This design comes from an exercise in tuning for small area on the open sky130 flow, not from production work.
In this exercise RTL edits were held to simulation tests only and were not proved equivalent to the original.
Power is estimated from default activity; no workload was simulated.

File: flow/config.mk
export PLATFORM = sky130hd
export DESIGN_NAME = clock
export DESIGN_NICKNAME = clock
export VERILOG_FILES = /design/flow/design.v
export SDC_FILE = /design/flow/constraint.sdc
export NUM_CORES = 4
export LEC_CHECK = 0
export CAP_MARGIN = 20
export CORE_MARGIN = 2
export CORE_UTILIZATION = 40
export SLEW_MARGIN = 20
File: flow/constraint.sdc
create_clock -name core_clock -period 10.0 [get_ports {clk}]
set_input_delay 2.0000 -clock core_clock [delete_from_list [all_inputs] [get_ports {clk}]]
set_output_delay 2.0000 -clock core_clock [all_outputs]
set_load 0.01 [all_outputs]
File: flow/design.v
module slowClock(
	input clk,
	input reset,
	output tick
);
localparam HALF = 49;
reg new_clk;
reg [5:0] counter;
always@(posedge reset or posedge clk)
begin
    if (reset == 1'b1)
        begin
            new_clk <= 0;
            counter <= 0;					 
        end
    else
        begin
            counter <= counter + 1;			 
            if (counter == HALF)			 
                begin
                    counter <= 0;
                    new_clk <= ~new_clk;	 
                end
        end
end
assign tick = (counter == HALF) && !new_clk;
endmodule
module tone_generator(
	input clk,
	input reset,
	input [4:0] tone,
	output reg sound
);
reg [4:0] num;
always@(posedge clk or posedge reset) begin
    if(reset) begin
        sound <= 0;
        num <= 0;
    end
    else if(tone == 0) begin
        sound <= 0;			 
        num <= 0;
    end
    else if(num == tone)	begin
        sound <= ~sound;	 
        num <= 0;			 
    end
    else    begin
        num <= num + 1;		 
    end
end
endmodule
module alarm_clock ( 
	input reset,  
	input clock,  
	input [1:0] hour_in1, 
	input [3:0] hour_in0, 
	input [3:0] minute_in1,
	input [3:0] minute_in0, 
	input load_time,  
	input   load_alarm,  
	input   STOP_alarm,  
	input   Alarm_ON,  
	output reg Alarm,  
	output [1:0]  hour_out1, 
	output [3:0]  hour_out0, 
	output [3:0]  minute_out1, 
	output [3:0]  minute_out0, 
	output [5:0]  seconds,
	output sound
);
wire clock_1s;  
reg [3:0] temp_1s;  
reg [5:0] temp_hour, temp_minute, temp_second; 
reg [1:0] clock_hour1, alarm_hour1; 
reg [3:0] clock_hour0, alarm_hour0;
reg [3:0] clock_min1, alarm_min1;
reg [3:0] clock_min0, alarm_min0;
function [3:0] mod_10;
	input [5:0] number;
	begin
		mod_10 = (number >=50) ? 5 : ((number >= 40)? 4 :((number >= 30)? 3 :((number >= 20)? 2 :((number >= 10)? 1 :0))));
	end
endfunction
always @(posedge clock or posedge reset )
begin
	if(reset) begin 
		alarm_hour1 <= 2;
		alarm_hour0 <= 4;
		alarm_min1 <= 0;
		alarm_min0 <= 0;
		temp_hour <= 0;
		temp_minute <= 0;
		temp_second <= 0;
	end 
	else if(clock_1s) begin
		if(load_alarm) begin 
			alarm_hour1 <= hour_in1;
			alarm_hour0 <= hour_in0;
			alarm_min1 <= minute_in1;
			alarm_min0 <= minute_in0;
		end 
		if(load_time) begin 
			temp_hour <= hour_in1*10 + hour_in0;
			temp_minute <= minute_in1*10 + minute_in0;
			temp_second <= 0;
		end 
		else begin
			temp_second <= temp_second + 1;
		if(temp_second >=59) begin
			temp_second <= 0;
			temp_minute <= temp_minute + 1;
			if(temp_minute >=59) begin
				temp_minute <= 0;
				temp_hour <= temp_hour + 1;
				if(temp_hour >= 23) begin
					temp_hour <= 0; 
				end
			end
		end
		end
	end
end 
slowClock sclk(.clk(clock), .tick(clock_1s), .reset(reset));
always @(*) begin
	if(temp_hour>=20) begin
		clock_hour1 = 2;
	end
	else begin
		if(temp_hour >=10) 
			clock_hour1  = 1;
		else
			clock_hour1 = 0;
	end
	clock_hour0 = temp_hour - clock_hour1*10; 
	clock_min1 = mod_10(temp_minute); 
	clock_min0 = temp_minute - clock_min1*10;
end
assign hour_out1 = clock_hour1;  
assign hour_out0 = clock_hour0;  
assign minute_out1 = clock_min1;  
assign minute_out0 = clock_min0;  
assign seconds = temp_second;	 
always @(posedge clock or posedge reset) begin
	if(reset) 
		Alarm <=0; 
	else if(clock_1s) begin
		if({alarm_hour1, alarm_hour0, alarm_min1, alarm_min0, 6'd0}=={clock_hour1, clock_hour0, clock_min1, clock_min0, seconds})
		begin  
			if(Alarm_ON) Alarm <= 1; 
		end
		if(STOP_alarm)
			Alarm <=0;  
	end
end
wire [4:0] tone;
tone_generator buzzer(.clk(clock), .reset(reset), .tone(tone), .sound(sound));
assign tone = Alarm? 5'd24:5'd0;	 
endmodule
module display_decoder(
    input [3:0] in,
    output reg [6:0] display
);
always @(*)
begin
  case(in)
  0: display= 7'b0000001;  
  1: display= 7'b1001111;  
  2: display= 7'b0010010;  
  3: display= 7'b0000110;  
  4: display= 7'b1001100;  
  5: display= 7'b0100100;  
  6: display= 7'b0100000;  
  7: display= 7'b0001111;  
  8: display= 7'b0000000;  
  9: display= 7'b0000100;  
  default: display= 7'b1111111;  
  endcase
end
endmodule
module driver_module(
	input [6:0]	num0,
	input [6:0]	num1,
	input [6:0]	num2,
	input [6:0]	num3,
	input clk,
	input reset,
	output reg [6:0] num,
	output reg [3:0] an
);
reg [1:0] counter;
reg [9:0] sclk;
always @(posedge clk or posedge reset) begin
	if(reset)
		sclk <= 0;
	else
		sclk <= sclk + 1;
end
wire sclk_rise = (sclk == 10'h1ff);
always @(posedge clk or posedge reset) begin
	if(reset) begin
		counter <= 0;		 
		an <= 4'b0000;		 
		num <= 7'b0000000;	 
	end
	else if(sclk_rise)	begin	
		case(counter)
		2'b00: begin
			an <= 4'b1110;	 
			num <= num0;	 
		end
		2'b01: begin
			an <= 4'b1101;	 
			num <= num1;	 
		end
		2'b10: begin
			an <= 4'b1011;	 
			num <= num2;	 
		end
		2'b11: begin
			an <= 4'b0111;	 
			num <= num3;	 
		end
		endcase
		counter <= counter + 1;	 
	end
end
endmodule
module clock(
	input clk,
	input [14:0] sw,
	input reset,
	input [3:1]  btn,
	output [6:0] led,
	output [6:0] seg,
	output [3:0] an,
	output sound
);
wire [1:0] h_out1;
wire [3:0] h_out0, m_out0, m_out1;
wire [6:0] n0, n1, n2, n3;
alarm_clock aclk(.clock(clk), .reset(reset), .minute_in0({sw[3], sw[2], sw[1], sw[0]}),
											.minute_in1({sw[7], sw[6], sw[5], sw[4]}),
											.hour_in0({sw[11], sw[10], sw[9], sw[8]}),
											.hour_in1({sw[13], sw[12]}),
											.load_time(btn[1]), .load_alarm(btn[2]), .STOP_alarm(btn[3]),
											.Alarm_ON(sw[14]), .Alarm(led[6]),
											.hour_out0(h_out0),
											.hour_out1(h_out1),
											.minute_out0(m_out0),
											.minute_out1(m_out1),
		 									.seconds(led[5:0]),
		 									.sound(sound)
											);
display_decoder dd0(.in(m_out0), .display(n0));
display_decoder dd1(.in(m_out1), .display(n1));
display_decoder dd2(.in(h_out0), .display(n2));
display_decoder dd3(.in({1'b0, 1'b0, h_out1}), .display(n3));
driver_module dm(.clk(clk), .reset(reset), .num0(n0), .num1(n1), .num2(n2), .num3(n3), .num(seg), .an(an));
endmodule
File: flow/run.sh
#!/bin/bash
# synth_recipe.tcl (not shown) runs the flow's synth.tcl, then flattens the netlist and writes it again
# the make line also repeats each setting of config.mk as NAME=value (left out here)
make -C /OpenROAD-flow-scripts/flow DESIGN_CONFIG=/design/flow/config.mk WORK_HOME=/design/flow/orfs CLKGATE_MAP_FILE= SYNTH_SCRIPT=/design/flow/synth_recipe.tcl finish
==> run summary <==
==> per-layer routing <==
metal / track usage [%] / vias up / wire [µm]
met2: 28.62 / 67 / 5124
met1: 23.78 / 1851 / 5153
li1: - / 1885 / -
met5: 0 / - / 0
met4: 6.667 / 0 / 184
met3: 2.976 / 14 / 378
==> registers in the layout, summed over array words and instances (netlist names), 4 cells and up <==
| register | count |
|---|---|
| dm.an | 4 |
| aclk.temp_hour | 6 |
| aclk.sclk.counter | 6 |
| dm.sclk | 10 |
| aclk.temp_minute | 6 |
| dm.num | 7 |
| aclk.alarm_min1 | 4 |
| aclk.alarm_hour0 | 4 |
| aclk.temp_second | 6 |
| aclk.alarm_min0 | 4 |
| aclk.buzzer.num | 5 |
==> power groups by stage <==
stage | clock network [mW] | registers (mW) | logic [mW]
final | 0.346 | 0.280 | 0.0448
after CTS | 0.356 | 0.280 | 0.0456
after global routing | 0.365 | 0.280 | 0.0507
after detailed placement | 0 | 0.285 | 0.0449
after floorplan | 0 | 0.285 | 0.0283
after global placement | 0 | 0.285 | 0.0446
==> final cells by class <==
type                            count  area (µm²)
Fill cell                        1114        6235
Multi-Input combinational cell    387        2849
Sequential cell                    69        1729
Timing Repair Buffer               39       387.9
Clock buffer                       11       242.7
Tap cell                          147       183.9
Inverter                           40       150.1
Clock inverter                      5       83.83
==> worst reg2reg max path, cell delays in order (launching register included) <==
cell and delay, ns:
dfrtp_1 0.73, o21ai_0 0.22, o21ai_0 0.57, inv_1 0.26
fa_1 0.81, xor2_1 0.16, nor4_1 0.20, nand4_1 0.14
nor4_1 0.31, a41oi_1 0.19, a221oi_2 0.18
==> worst paths after layout <==
path	from	to	depth (start not counted)	slack [ns]
worst min-delay path	dm.sclk[0]	dm.sclk[0]	1	0.47
max in group asynchronous	reset	aclk.alarm_min1[3]	3	7.18
min in group asynchronous	reset	dm.sclk[2]	3	2.25
worst min register to register	dm.sclk[0]	dm.sclk[0]	1	0.47
worst max register to register	aclk.temp_minute[3]	aclk.Alarm	10	6.15
worst max-delay path	btn[1]	aclk.temp_hour[2]	7	5.97
==> through the flow <==
step / hold WS, ns / utilization, % / worst slack, ns
floorplan: 0.4429 / - / 6.263
global placement: 0.4582 / 44.68 / 5.758
detailed placement: 0.4650 / 44.68 / 5.639
CTS: 0.4751 / 47.44 / 6.021
global route: 0.4822 / 47.44 / 5.776
finish: 0.4691 / 47.44 / 5.971
==> cell usage after synthesis (all sizes together), types with 10 or more instances <==
| master | number | area share [%] |
|---|---|---|
| xor2 | 17 | 3.1 |
| nor2 | 38 | 3.1 |
| xnor2 | 23 | 4.2 |
| o21ai | 34 | 3.5 |
| nand3 | 26 | 2.7 |
| nand2 | 48 | 3.7 |
| nor3 | 11 | 1.6 |
| ha | 46 | 12 |
| clkbuf | 10 | 0.78 |
| mux2 | 10 | 2.3 |
| inv | 40 | 3.1 |
| a21oi | 19 | 2.2 |
| dfrtp | 67 | 35 |
==> cells by family (layout without fill, tap and decap cells) <==
family / after synthesis / in the layout / synth area share [%]
buffers and inverters: 57 / 95 / 4.862
flip-flops: 69 / 69 / 35.93
multiplexers: 10 / 10 / 2.340
XOR/XNOR: 40 / 40 / 7.280
AND/OR/NAND/NOR: 167 / 167 / 18.46
adder cells (fa/ha/maj): 50 / 50 / 13.62
AO/OA/AOI/OAI: 120 / 120 / 17.50
==> flow_metrics.tcl <==
set metrics [dict create \
    cts_setup_buffers 0 \
    final_common_cell "dfrtp_1" \
    cp_data_required_time_ns 10.22 \
    synth_cells 513 \
    place.gp.congestion 0.8610 \
    power_mw 0.6708 \
    slowest_delay_ns 0.83 \
    power_density_mw_per_mm2 119.2 \
    die-area_mm2 0.01292 \
    dp.cells 682 \
    clkLatencyLatePin_ns 0.34 \
    setup_tns_ns 0 \
    yosys_most_used_dff "dfrtp_1" \
    cts_sinks 69 \
    nets 616 \
    drt_iter0_drc 176 \
    relSlewSlack_pct 41.27 \
    status "no timing/DRC/antenna violations" \
    ir_drop_mv 0.08829 \
    p_comb_share_pct 6.7 \
    skew_ns 0.004628 \
    grt_first_pass_wirelength_mm 18.16 \
    dpl_cell_area_mm2 0.005300 \
    rsz0062_at_grt "no" \
    grt_overflow 0 \
    synth_edf_count 0 \
    cts-root-buf "clkbuf_16" \
    period_share_pct 40.29 \
    swShare_pct 21.52 \
    p_int_mw 0.5264 \
    routed_wl_mm 10.84 \
    die_height_um 113.7 \
    ys_seq_elements 69 \
    cp_common_cell "nand2_1" \
    wl_per_cell_um 15.53 \
    drv_cap 0 \
    synthArstFlopShare_pct 100.0 \
    arrival_ns 4.25 \
    ios 39 \
    drtAntennaViolNets 0 \
    drv_slew 0 \
    grt_use_total_pct 17.65 \
    io_buffers 38 \
    diodes 0 \
    syn-mean-instance-area_um2 9.380 \
    cts_buffers 9 \
    grt_max_degree 70 \
    hold_viol 0 \
    seq_power_share_pct 41.8 \
    critPathMaxFanout 15 \
    cp-end-kind "flop" \
    crit_family "buffers and inverters" \
    yosysSeqAreaShare_pct 35.93 \
    routed-via-count 3817 \
    pwr-share-clk_pct 51.6 \
    die_x_um 113.7 \
    startpoint_type "input port" \
    drive_above_1_share_pct 8.711 \
    final_cell_mix "67 x dfrtp_1, 48 x nand2_1, 46 x ha_1" \
    dpl.hpwl_mm 8.165 \
    ctsHoldBuffers 0 \
    critical_path_class "in -> reg" \
    synth.distinct_cells 73 \
    placementRows 40 \
    drc 0 \
    drtPass1Iterations 5 \
    syn_nets 583 \
    final_area_mm2 0.005627 \
    cts_resized 0 \
    area_growth_pct 16.93 \
    clock_path_buffers 2 \
    grt_pass1_vias 3638 \
    clk_transition_reported_paths_ns 0.06 \
    yosys_warnings 5 \
    synth_area_mm2 0.004812 \
    cts_tree "yes" \
    critPathSlowestCell "clkdlybuf4s50_1" \
    leakagePower_nw 2.426 \
    h-tree-depth 3 \
    start_util_pct 40.57 \
    fmax_ghz 0.2482 \
    via_per_inst 5.468 \
    setup_viol 0 \
    path_buf_inv 2 \
    antenna_found_initial 0 \
    core_area_mm2 0.01186 \
    worstMarginPinSlew_ns 0.8810 \
    post-route-min-period_ns 4.029 \
    switchingPower_mw 0.1443 \
    crit_chain "clkdlybuf4s50_1 > inv_1 > nand2_1 > nand2_1 > nor2_1 > o21ai_0 > a22o_1" \
    instances_no_fill 698 \
    min_path_type "reg -> reg" \
]

[separate check: timing with driven ports]
The results above use ideal ports. As a check the final layout listed here was re-extracted and re-timed, cells and wires unchanged. Step 1: set_driving_cell puts a clkbuf_16 on clk and a buf_2 on each other input, an assumption about the parent block. Step 2 moves the port delays by t, midway between the first and last clock arrival at a register: inputs arrive t later, outputs are due t later. That takes back most of the time a late clock gives input paths. Slacks: no drivers / after step 1 / after step 2; pairs: no drivers / after step 1.
t (ns): 0.376
setup WS [ns]: 5.971 / 5.979 / 5.604
worst setup path after step 2: input to register
clock arrival spread, ns: 0.006 / 0.007
pins driven straight from the clock port: 1
After both steps setup and hold are still met in this run. The setup slack of this run moves by +0.008 ns with the drivers and by -0.367 ns with both steps.
